From an optimization exercise on the open Yosys and OpenROAD flow, aimed at small area; shortcuts taken in it are not production practice. Where RTL was checked, it was by simulation tests only, not by an equivalence proof against the original. Power is estimated from default activity; no workload was simulated.

## main
==> flow/design.v <==
`timescale 1ns / 1ps
module calc(
	input wire clk,
	input wire rst,
	input wire start_in, pause_in,
	input wire record_in, recall_mode_in,
	input wire display_mode,
	input wire[3:0] reg_address,
	output wire[3:0] anode,
	output wire[7:0] segment,
	output wire started_LED,
	output wire paused_LED,
	output wire write_LED,
	output wire mode_LED);
	reg[3:0] count;
	reg done;	 
	always @(posedge clk) begin
		if (rst) count <= 4'd0;
		else count <= count + 4'd1;
		done <= ~rst & (done | (count == 4'd15));
	end
	wire first = ~done & (count == 4'd0);	 
	wire tick4 = (count[1:0] == 2'd1);
	reg[2:0] j6;
	always @(posedge clk)
		if (rst) j6 <= 3'b000;
		else j6 <= {j6[1:0], ~j6[2]};
	wire tick6 = j6[1] & ~j6[2];
	wire[3:0] btn = {recall_mode_in, record_in, pause_in, start_in};
	reg[3:0] pb;
	reg[2:0] dc0, dc1, dc2, dc3;
	wire[11:0] dc = {dc3, dc2, dc1, dc0};
	reg[11:0] dc_n;
	reg[3:0] pb_n;
	integer b;
	always @* begin
		dc_n = dc;
		pb_n = pb;
		for (b = 0; b < 4; b = b + 1)
			if (tick4) begin
				if (btn[b] == pb[b])
					dc_n[3*b +: 3] = 3'd0;
				else if (dc[3*b +: 3] == 3'd7) begin
					dc_n[3*b +: 3] = 3'd0;
					pb_n[b] = btn[b];
				end
				else
					dc_n[3*b +: 3] = dc[3*b +: 3] + 3'd1;
			end
	end
	always @(posedge clk)
		if (rst) begin
			pb <= 4'd0;
			{dc3, dc2, dc1, dc0} <= 12'd0;
		end
		else begin
			pb <= pb_n;
			{dc3, dc2, dc1, dc0} <= dc_n;
		end
	wire start_stop = pb[0], pause_resume = pb[1];
	wire record_recall = pb[2], recall_mode = pb[3];
	reg start_d, pause_d, record_d;
	reg started, paused;
	reg[3:0] rec_pos, dis_pos;
	wire start_rise  = start_stop & ~start_d;
	wire pause_rise  = pause_resume & ~pause_d;
	wire record_rise = record_recall & ~record_d;
	wire record_fall = ~record_recall & record_d;
	always @(posedge clk) begin
		start_d <= start_stop;
		pause_d <= pause_resume;
		if (rst) begin
			record_d <= 1'b0;
			started <= 1'b0;
			paused <= 1'b0;
			rec_pos <= 4'd0;
			dis_pos <= 4'd0;
		end
		else begin
			record_d <= record_recall;
			if (start_rise) started <= ~started;
			if (pause_rise) paused <= ~paused;
			if (record_fall) begin
				if (started) begin
					rec_pos <= rec_pos + 4'd1;
					dis_pos <= dis_pos + 4'd1;
				end
				else if (dis_pos == rec_pos)
					dis_pos <= 4'd0;
				else
					dis_pos <= dis_pos + 4'd1;
			end
		end
	end
	reg[6:0] hs;	 
	reg[5:0] sc;	 
	reg[6:0] mn;	 
	wire inc = started & ~paused & tick6;
	always @(posedge clk)
		if (~started & start_rise) begin
			hs <= 7'd0;
			sc <= 6'd0;
			mn <= 7'd0;
		end
		else if (inc) begin
			if (hs == 7'd99) begin
				hs <= 7'd0;
				if (sc == 6'd59) begin
					sc <= 6'd0;
					if (mn == 7'd99) mn <= 7'd0;
					else mn <= mn + 7'd1;
				end
				else sc <= sc + 6'd1;
			end
			else hs <= hs + 7'd1;
		end
	wire[19:0] timer = {mn, sc, hs};
	wire we = started & record_rise;
	reg pend;
	reg[3:0] pa;
	reg[1:0] pk;	 
	reg[319:0] ring;
	wire ins = pend & (pa == ~count);
	always @(posedge clk) begin
		if (rst) pend <= 1'b0;
		else if (we) pend <= 1'b1;
		else if (ins) pend <= 1'b0;
		if (we) begin
			pa <= rec_pos;
			pk <= {1'b0, inc};
		end
		else if (inc) pk <= pk + 2'd1;
	end
	wire hs_b = hs < {5'd0, pk};
	wire[6:0] hs_d = hs - {5'd0, pk};
	wire sc_b = hs_b & (sc == 6'd0);
	wire[6:0] pd_hs = hs_b ? hs_d + 7'd100 : hs_d;
	wire[5:0] pd_sc = hs_b ? ((sc == 6'd0) ? 6'd59 : sc - 6'd1) : sc;
	wire[6:0] pd_mn = sc_b ? ((mn == 7'd0) ? 7'd99 : mn - 7'd1) : mn;
	wire[19:0] pdata = {pd_mn, pd_sc, pd_hs};
	wire[19:0] ring_in = ins ? pdata : (done ? ring[319:300] : 20'd0);
	always @(posedge clk)
		ring <= {ring[299:0], ring_in};
	wire[3:0] raddr = recall_mode ? reg_address : dis_pos;
	wire[4:0] rsum = {1'b0, raddr} + {1'b0, count};
	wire cleared = done | rsum[4];
	wire bypass = pend & (pa == raddr);
	wire[15:0] rsel = (cleared & ~bypass) ? (16'd1 << rsum[3:0]) : 16'd0;
	reg[19:0] rd;
	integer k;
	always @* begin
		rd = bypass ? pdata : 20'd0;
		for (k = 0; k < 16; k = k + 1)
			rd = rd | (ring[20*k +: 20] & {20{rsel[k]}});
	end
	reg[19:0] reg_out;
	always @(posedge clk)
		if (rst) reg_out <= 20'd0;
		else if (~started) reg_out <= rd;
	wire[19:0] result = started ? timer : reg_out;
	wire reg_exceed = recall_mode & (reg_address > rec_pos);
	wire[1:0] dj = count[3:2];
	reg[6:0] pair;
	always @*
		case ({display_mode, dj[1]})
			2'b00: pair = {1'b0, result[12:7]};	 
			2'b01: pair = result[19:13];		 
			2'b10: pair = result[6:0];		 
			default: pair = {1'b0, result[12:7]};	 
		endcase
	wire[3:0] tens = pair / 7'd10;
	wire[3:0] ones = pair % 7'd10;
	reg[3:0] errd;
	always @*
		case (dj)
			2'd0: errd = 4'hD;
			2'd1: errd = 4'hF;
			2'd2: errd = 4'hF;
			default: errd = 4'hE;
		endcase
	wire[3:0] code_n = reg_exceed ? errd : (dj[0] ? tens : ones);
	reg[3:0] code, code2;
	always @(posedge clk) begin
		if (rst) code <= 4'd0;
		else code <= code_n;
		code2 <= code;
	end
	reg[7:0] seg7;
	always @*
		case (code2)
			4'b0000: seg7 = 8'b11000000;
			4'b0001: seg7 = 8'b11111001;
			4'b0010: seg7 = 8'b10100100;
			4'b0011: seg7 = 8'b10110000;
			4'b0100: seg7 = 8'b10011001;
			4'b0101: seg7 = 8'b10010010;
			4'b0110: seg7 = 8'b10000010;
			4'b0111: seg7 = 8'b11111000;
			4'b1000: seg7 = 8'b10000000;
			4'b1001: seg7 = 8'b10010000;
			4'b1010: seg7 = 8'b10001000;
			4'b1011: seg7 = 8'b10000011;
			4'b1100: seg7 = 8'b11000110;
			4'b1101: seg7 = 8'b01111111;
			4'b1110: seg7 = 8'b10000110;
			default: seg7 = 8'b10001101;
		endcase
	assign segment = first ? 8'hFF : seg7;
	wire[3:0] cprev = count - 4'd1;
	assign anode = first ? 4'b1111 : ~(4'b0001 << cprev[3:2]);
	assign started_LED = started;
	assign paused_LED = paused;
	assign write_LED = (started & record_recall) | start_stop;
	assign mode_LED = recall_mode;
endmodule
export LEC_CHECK = 0
export CAP_MARGIN = 0
export CORE_MARGIN = 2
export CORE_UTILIZATION = 70
export CTS_BUF_LIST = sky130_fd_sc_hd__clkbuf_8
export CTS_CLUSTER_DIAMETER = 100
export CTS_CLUSTER_SIZE = 15
export SLEW_MARGIN = 0
create_clock -name core_clock -period 10.0 [get_ports {clk}]
standard.sh (not shown) runs the stock make flow with config.mk's settings and CLKGATE_MAP_FILE= SYNTH_SCRIPT=/design/flow/synth_recipe.tcl, a recipe that flattens the netlist after the stock synthesis.
==> flow/flow/run.sh <==
#!/bin/bash
# Standard ORFS layout, except that synthesis maps the logic with an
# area-oriented ABC script (flow/area.abc) and without the adder cell
# mapping. Registers, flattening and renaming are as in the standard flow's synthesis.
set -euo pipefail
HERE=$(pwd)
export MY_ABC_SCRIPT=$HERE/flow/area.abc
# smallest buffers on the ports; clock tree without dummy loads
export BUFFER_PORTS_ARGS="-buffer_cell sky130_fd_sc_hd__buf_1"
export CTS_ARGS="-sink_clustering_enable -repair_clock_nets -sink_clustering_size 15 -sink_clustering_max_diameter 100 -buf_list sky130_fd_sc_hd__clkbuf_8 -dont_use_dummy_load"
{ echo "source $HERE/flow/abc_hook.tcl"; cat synth_recipe.tcl; } > my_synth.tcl
bash standard.sh SYNTH_SCRIPT=$HERE/my_synth.tcl ADDER_MAP_FILE= finish > standard.log 2>&1
==> flow/flow/abc_hook.tcl <==
# Make every abc call use the script named by MY_ABC_SCRIPT.
proc abc {args} {
  set i [lsearch $args -script]
  if {$i >= 0} { lset args [expr {$i + 1}] $::env(MY_ABC_SCRIPT) }
  yosys abc {*}$args
}
==> flow/flow/area.abc <==
strash
 &get -n
 &dch -f
 &nf -R 1000 -p -F 16 -A 8 -C 32
 &put
#### Input delta (the feature branch over main)
--- a/flow/design.v
+++ b/flow/design.v
@@ -19,15 +19,15 @@
 		else count <= count + 4'd1;
 		done <= ~rst & (done | (count == 4'd15));
 	end
 	wire first = ~done & (count == 4'd0);	 
 	wire tick4 = (count[1:0] == 2'd1);
-	reg[2:0] j6;
-	always @(posedge clk)
-		if (rst) j6 <= 3'b000;
-		else j6 <= {j6[1:0], ~j6[2]};
-	wire tick6 = j6[1] & ~j6[2];
+	reg[1:0] m3;
+	always @(posedge clk)
+		if (rst) m3 <= 2'd0;
+		else m3 <= {m3[0], ~m3[0] & ~m3[1]};
+	wire tick6 = ~count[0] & m3[1];
 	wire[3:0] btn = {recall_mode_in, record_in, pause_in, start_in};
 	reg[3:0] pb;
 	reg[2:0] dc0, dc1, dc2, dc3;
 	wire[11:0] dc = {dc3, dc2, dc1, dc0};
 	reg[11:0] dc_n;
@@ -115,22 +115,18 @@
 			else hs <= hs + 7'd1;
 		end
 	wire[19:0] timer = {mn, sc, hs};
 	wire we = started & record_rise;
 	reg pend;
-	reg[3:0] pa;
 	reg[1:0] pk;	 
 	reg[319:0] ring;
-	wire ins = pend & (pa == ~count);
+	wire ins = pend & (rec_pos == ~count);
 	always @(posedge clk) begin
 		if (rst) pend <= 1'b0;
 		else if (we) pend <= 1'b1;
 		else if (ins) pend <= 1'b0;
-		if (we) begin
-			pa <= rec_pos;
-			pk <= {1'b0, inc};
-		end
+		if (we) pk <= {1'b0, inc};
 		else if (inc) pk <= pk + 2'd1;
 	end
 	wire hs_b = hs < {5'd0, pk};
 	wire[6:0] hs_d = hs - {5'd0, pk};
 	wire sc_b = hs_b & (sc == 6'd0);
@@ -142,11 +138,11 @@
 	always @(posedge clk)
 		ring <= {ring[299:0], ring_in};
 	wire[3:0] raddr = recall_mode ? reg_address : dis_pos;
 	wire[4:0] rsum = {1'b0, raddr} + {1'b0, count};
 	wire cleared = done | rsum[4];
-	wire bypass = pend & (pa == raddr);
+	wire bypass = pend & (rec_pos == raddr);
 	wire[15:0] rsel = (cleared & ~bypass) ? (16'd1 << rsum[3:0]) : 16'd0;
 	reg[19:0] rd;
 	integer k;
 	always @* begin
 		rd = bypass ? pdata : 20'd0;
Results
Delta (the feature branch minus main): largest net degree at the start of global routing lower; width of the die fell by about 0.45%; synthesized cell count went down by 0.53%; final worst-path setup slack went down by 0.52 ns.
Compared with main, in the feature branch cell area now smaller; cell count now smaller; first-pass GRT wire length now smaller; worst-margin pin slew now larger; share of power burned in the clock network comparable.
Looking at worst reg-to-reg path cell count, the feature branch sits 2 higher than main does.
For main, only the layout was checked, not whether the RTL still works.

[port drivers added, routing unchanged]
How much do the figures lean on ideal ports? The routed layouts below were timed once more, with nothing changed but the port constraints.
Step 1: set_driving_cell puts a clkbuf_16 on clk and a buf_2 on each other input, an assumption about the parent block.
Step 2 times the ports against the registers' clock, not the clock port: input delays grow and output delays shrink by t, the midpoint of the rising clock arrivals with the driver on.
Three values: ideal ports, drivers, drivers and shift; two values: the first two.
| run | t, ns | setup WS [ns] | latest minus earliest clock arrival (ns) | pins driven straight from the clock port |
|---|---|---|---|---|
| main | 0.631 | 4.795 / 4.790 / 4.158 | 0.041 / 0.041 | 1 |
| the feature branch | 0.632 | 4.278 / 4.270 / 3.638 | 0.065 / 0.064 | 1 |
After both steps every run listed still meets setup and hold. For the feature branch, which loses most, drivers alone change the setup slack by -0.008 ns; drivers and shift together by -0.640 ns.
